Context: an optimization exercise on an open-source flow, tuned for small area and a short achievable clock period. The choices shown serve that exercise and are no tape-out recipe. Where RTL was checked, it was by simulation tests only, not by an equivalence proof against the original. Power is estimated from default activity; no workload was simulated.

==> inputs of job 8381 <==
Design FPM, start of the top module:
module FPM(A, B, SUM, clk);
  input [31:0] A, B;
  input clk;
  output [31:0] SUM;
  wire       s0_sgn = A[31] ^ B[31];
  wire [7:0] s0_exp = A[30:23] + B[30:23] + 8'h81;
  wire n1 = A[1] & A[0];
  wire n2 = A[1] ^ A[0];
  wire n3 = A[2] & A[1];
  wire n4 = A[2] ^ A[1];
  wire n5 = A[3] & A[2];
  wire n6 = A[3] ^ A[2];
  wire n7 = A[4] & A[3];
  wire n8 = A[4] ^ A[3];
  wire n9 = A[5] & A[4];
  wire n10 = A[5] ^ A[4];
  wire n11 = A[6] & A[5];
  wire n12 = A[6] ^ A[5];
  wire n13 = A[7] & A[6];
  wire n14 = A[7] ^ A[6];
  wire n15 = A[8] & A[7];
  wire n16 = A[8] ^ A[7];
  wire n17 = A[9] & A[8];
  wire n18 = A[9] ^ A[8];
  wire n19 = A[10] & A[9];
  wire n20 = A[10] ^ A[9];
  wire n21 = A[11] & A[10];
  wire n22 = A[11] ^ A[10];
  wire n23 = A[12] & A[11];
  wire n24 = A[12] ^ A[11];
  wire n25 = A[13] & A[12];
  wire n26 = A[13] ^ A[12];
  wire n27 = A[14] & A[13];
  wire n28 = A[14] ^ A[13];
  wire n29 = A[15] & A[14];
  wire n30 = A[15] ^ A[14];
  wire n31 = A[16] & A[15];
  wire n32 = A[16] ^ A[15];
  wire n33 = A[17] & A[16];
  wire n34 = A[17] ^ A[16];
  wire n35 = A[18] & A[17];
  ...
==> flow/config.mk <==
export PLATFORM = sky130hd
export DESIGN_NAME = FPM
export DESIGN_NICKNAME = FPM
export VERILOG_FILES = /design/flow/design.v
export SDC_FILE = /design/flow/constraint.sdc
export NUM_CORES = 4
export LEC_CHECK = 0
export CAP_MARGIN = 20
export CORE_MARGIN = 2
export CORE_UTILIZATION = 55
export SETUP_SLACK_MARGIN = 1.0
export SLEW_MARGIN = 20
export SYNTH_HIERARCHICAL = 1
export SYNTH_MINIMUM_KEEP_SIZE = 0
==> flow/constraint.sdc <==
create_clock -name core_clock -period 3.0 [get_ports {clk}]
set_input_delay 0.6000 -clock core_clock [delete_from_list [all_inputs] [get_ports {clk}]]
set_output_delay 0.6000 -clock core_clock [all_outputs]
set_load 0.01 [all_outputs]
run.sh (not shown) runs the stock make flow with config.mk's settings and CLKGATE_MAP_FILE= SYNTH_SCRIPT=/design/flow/synth_recipe.tcl, a recipe that flattens the netlist after the stock synthesis.
==> inputs of job 7496, as changes to job 8381 <==
--- a/flow/config.mk
+++ b/flow/config.mk
@@ -10,2 +10,4 @@
 export CORE_UTILIZATION = 55
+export CTS_CLUSTER_DIAMETER = 100
+export CTS_CLUSTER_SIZE = 32
 export SETUP_SLACK_MARGIN = 1.0
==> impl_metrics.py <==
metrics = {
    "run_status": {
        "result_of_the_run": "no timing/DRC/antenna violations",
    },
    "critical_path": {
        "crit_path_end": "r1_t3[20]",
        "critical_path.startpoint": "A[13]",
        "worst_path_largest_cell_delay_ns": 0.54,
        "crit_buf_inv": 1,
    },
    "global_routing": {
        "groute.layer.met1.usage_pct": 33.68,
        "grt_util_all_layers_pct": 23.70,
    },
    "final_layout": {
        "clock_buffer_count": 27,
        "net_count_final": 2658,
        "multi_input_comb_area_mm2": 0.01333,
    },
    "pwr": {
        "combPwrFrac_pct": 30.2,
        "power.net_switching_w": 0.008756,
        "power.leakage_nw": 12.22,
    },
    "route": {
        "drt-met1-wl_um": 27990,
    },
    "cts": {
        "cts_resized": 78,
    },
    "timing": {
        "slew_headroom_pct": 43.44,
    },
}
Source of the figures above: job 7496

==> impl_metrics.py <==
metrics = {
    "timing": {
        "slew_headroom_pct": 47.04,
        "final.period_utilization_pct": 67.23,
    },
    "cts": {
        "cts_resized": 81,
        "cts.clk_slew.worst_paths_ns": 0.06,
    },
    "route": {
        "drt-met1-wl_um": 27860,
    },
    "global_routing": {
        "grt_util_all_layers_pct": 24.64,
        "groute.layer.met1.usage_pct": 33.53,
    },
    "pwr": {
        "combPwrFrac_pct": 25.6,
        "power.net_switching_w": 0.009638,
    },
    "final_layout": {
        "clock_buffer_count": 91,
        "net_count_final": 2707,
        "clock_area_share_pct": 7.757,
    },
    "critical_path": {
        "critical_path.startpoint": "r1_t3[20]",
        "crit_buf_inv": 0,
        "crit_path_end": "r2_m[62]",
        "worst_path_largest_cell_delay_ns": 0.55,
    },
    "run_status": {
        "result_of_the_run": "no timing/DRC/antenna violations",
    },
}
Source of the figures above: job 8381

No run of this note included a check of the RTL's function; only the layout flow was run.

* * *

==> inputs of raven <==
Another version of the RTL of FPM (not shown whole).
export LEC_CHECK = 0
export CAP_MARGIN = 20
export CORE_MARGIN = 2
export CORE_UTILIZATION = 55
export CTS_CLUSTER_DIAMETER = 100
export CTS_CLUSTER_SIZE = 32
export SETUP_SLACK_MARGIN = 0.95
export SLEW_MARGIN = 20
export SYNTH_HIERARCHICAL = 1
export SYNTH_MINIMUM_KEEP_SIZE = 0
create_clock -name core_clock -period 3.0 [get_ports {clk}]
standard.sh (not shown) runs the stock make flow with config.mk's settings and CLKGATE_MAP_FILE= SYNTH_SCRIPT=/design/flow/synth_recipe.tcl, a recipe that flattens the netlist after the stock synthesis.
==> flow/flow/run.sh <==
#!/bin/bash
# Layout: the standard ORFS flow (standard.sh, unchanged synthesis and
# steps), except that the buffers global placement puts on the input and
# output ports are plain buffers (buf_2, resized later as timing needs)
# instead of the delay cell buffer_ports picks by default.
set -euo pipefail
cd "$(dirname "$0")/.."
export BUFFER_PORTS_ARGS="-buffer_cell sky130_fd_sc_hd__buf_2"
bash standard.sh > standard_flow.log 2>&1
==> onyx (differences from raven) <==
--- a/flow/config.mk
+++ b/flow/config.mk
@@ -8,5 +8,5 @@
 export CAP_MARGIN = 20
 export CORE_MARGIN = 2
-export CORE_UTILIZATION = 55
+export CORE_UTILIZATION = 62
 export CTS_CLUSTER_DIAMETER = 100
 export CTS_CLUSTER_SIZE = 32
==> willow (differences from raven) <==
--- a/flow/config.mk
+++ b/flow/config.mk
@@ -9,6 +9,6 @@
 export CORE_MARGIN = 2
 export CORE_UTILIZATION = 55
-export CTS_CLUSTER_DIAMETER = 100
-export CTS_CLUSTER_SIZE = 32
+export CTS_CLUSTER_DIAMETER = 90
+export CTS_CLUSTER_SIZE = 28
 export SETUP_SLACK_MARGIN = 0.95
 export SLEW_MARGIN = 20
==> comparison <==
- Sequential share of layout area, highest first: onyx, raven, willow.
- The lowest core utilization belongs to raven, the highest to onyx.
- Fmax: willow > onyx > raven.
- Clock power: willow > raven > onyx.
- The lowest count of clock-buffer cells in the layout belongs to onyx, the highest to willow.
- Clock skew: raven < onyx < willow.
- In die area, willow and raven do not differ.
- In sequential cell count, raven and willow do not differ.
- In raven the hold slack is lower than in onyx, by 4.4 ps.
- In sequential power, raven and willow hardly differ.
==> figures <==
metric                                                          raven            onyx          willow
Outcome                                                finished clean  finished clean  finished clean
R2r worst-path depth                                                5               5               4
Count of vias placed by the detailed router                     16503           16700           16515
Number of DRC markers in iteration 0                             1332            1828            1283
Post-place instance area                                  27490 sq um     27460 sq um     27490 sq um
Plain + repair buffers                                            166             174             166
Worst clock skew on the final layout                         20.32 ps        23.50 ps        38.75 ps
Global-route met2 utilization                                  37.87%          42.48%          38.12%
DIE AREA                                                  49300 sq um     43830 sq um     49300 sq um
Sum of routed wire segments on met1                          26.79 mm        25.86 mm        27.01 mm
Reg2Reg Capture Point                                        r2_m[38]        r2_m[57]        r2_m[46]
Fraction of area in registers                                  44.17%          44.47%          43.99%
Critical path data arrival time                               2510 ps         2480 ps         2500 ps
Initial antenna violation count                                     9              17               8
Pin count of the biggest net entering global routing               33              33              29
Largest stage delay, worst path                                470 ps          560 ps          690 ps
Power after layout                                          0.02691 W       0.02652 W       0.02717 W
Total area of multi-input combinational cells             13180 sq um     13150 sq um     13180 sq um
Overall routed net length                                    60.70 mm        59.93 mm        60.78 mm
Slew HR                                                        42.85%          48.40%          44.72%
Source of the critical timing path                           r1_m3[0]        r1_a[17]        r1_m1[2]
Global routing usage summed across all routing layers          24.56%          27.31%          24.66%

* * *

==> run E: inputs <==
Another version of the RTL of FPM (not shown whole).
export LEC_CHECK = 0
export CAP_MARGIN = 20
export CORE_MARGIN = 2
export CORE_UTILIZATION = 55
export CTS_BUF_LIST = sky130_fd_sc_hd__clkbuf_4 sky130_fd_sc_hd__clkbuf_8
export SETUP_SLACK_MARGIN = 1.0
export SLEW_MARGIN = 20
export SYNTH_HIERARCHICAL = 1
export SYNTH_MINIMUM_KEEP_SIZE = 0
create_clock -name core_clock -period 3.0 [get_ports {clk}]
run.sh (not shown) runs the stock make flow with config.mk's settings and CLKGATE_MAP_FILE= SYNTH_SCRIPT=/design/flow/synth_recipe.tcl, a recipe that flattens the netlist after the stock synthesis.
Stock flow here: none of the scripts above is used.
==> run M (differences from run E) <==
--- a/flow/config.mk
+++ b/flow/config.mk
@@ -9,5 +9,4 @@
 export CORE_MARGIN = 2
 export CORE_UTILIZATION = 55
-export CTS_BUF_LIST = sky130_fd_sc_hd__clkbuf_4 sky130_fd_sc_hd__clkbuf_8
 export SETUP_SLACK_MARGIN = 1.0
 export SLEW_MARGIN = 20
==> results.txt <==
Endpoint of the worst-slack reg-to-reg timing path: run E r2_m[57]$_DFF_P_; run M r2_m[76]$_DFF_P_
Required time at the endpoint of the critical path: run E 3.56 ns; run M 3.47 ns
Achievable frequency: run E 497.6 MHz; run M 501.0 MHz
Power density normalized to cell area: run E 1018 nW/µm²; run M 1033 nW/µm²
Layout Utilization: run E 66.10%; run M 65.94%
Overall global routing resource usage: run E 24.04%; run M 24.02%
Critical Path Sink: run E r2_m[57]$_DFF_P_; run M r2_m[76]$_DFF_P_
Result of the run: run E finished clean; run M finished clean
Clk latency of the worst-skew pair: run E 0.71 ns; run M 0.62 ns
Critical path data arrival time: run E 2.57 ns; run M 2.47 ns
Comb group: run E 9.62 mW; run M 9.60 mW
Final Cycle Share: run E 66.99%; run M 66.53%
Area growth from synthesis to layout: run E 18.48%; run M 18.19%
Final std cells w/o fill: run E 3035; run M 2959
Final hold slack: run E 0.3215 ns; run M 0.3191 ns
Part of the total power dissipated in the clock network: run E 26.1%; run M 27.0%

-- afterwards: timing with drivers on the ports --
No port has a modelled driver above. Below, the same layouts with a new extraction and two added sets of constraints. Step 1 (the two cells are an assumption about what drives the block):
set clk [get_ports {clk}]
set_driving_cell -lib_cell sky130_fd_sc_hd__clkbuf_16 $clk
set_driving_cell -lib_cell sky130_fd_sc_hd__buf_2 [delete_from_list [all_inputs] $clk]
Step 2 times the ports against the registers' clock, not the clock port: input delays grow and output delays shrink by t, the midpoint of the rising clock arrivals with the driver on. Slacks: ideal / step 1 / step 2; pairs: ideal / step 1.
run	shift t [ns]	slack for setup (ns)	hold WS [ns]	worst setup path after step 2
job 8381	0.659	0.983 / 0.983 / 0.429	0.241 / 0.200 / 0.318	input to register
job 7496	0.651	0.978 / 1.003 / 0.353	0.232 / 0.192 / 0.334	input to register
raven	0.642	0.974 / 0.974 / 0.494	0.135 / 0.099 / 0.320	input to register
onyx	0.641	0.977 / 0.977 / 0.513	0.139 / 0.102 / 0.323	input to register
willow	0.661	0.983 / 0.983 / 0.486	0.117 / 0.075 / 0.327	input to register
run E	0.745	0.990 / 0.990 / 0.370	0.321 / 0.313 / 0.321	input to register
run M	0.665	1.004 / 1.004 / 0.427	0.319 / 0.319 / 0.319	input to register
After both steps every run listed still meets setup and hold. The setup slack of job 7496, which loses most, moves by +0.025 ns with the drivers and by -0.625 ns with both steps.
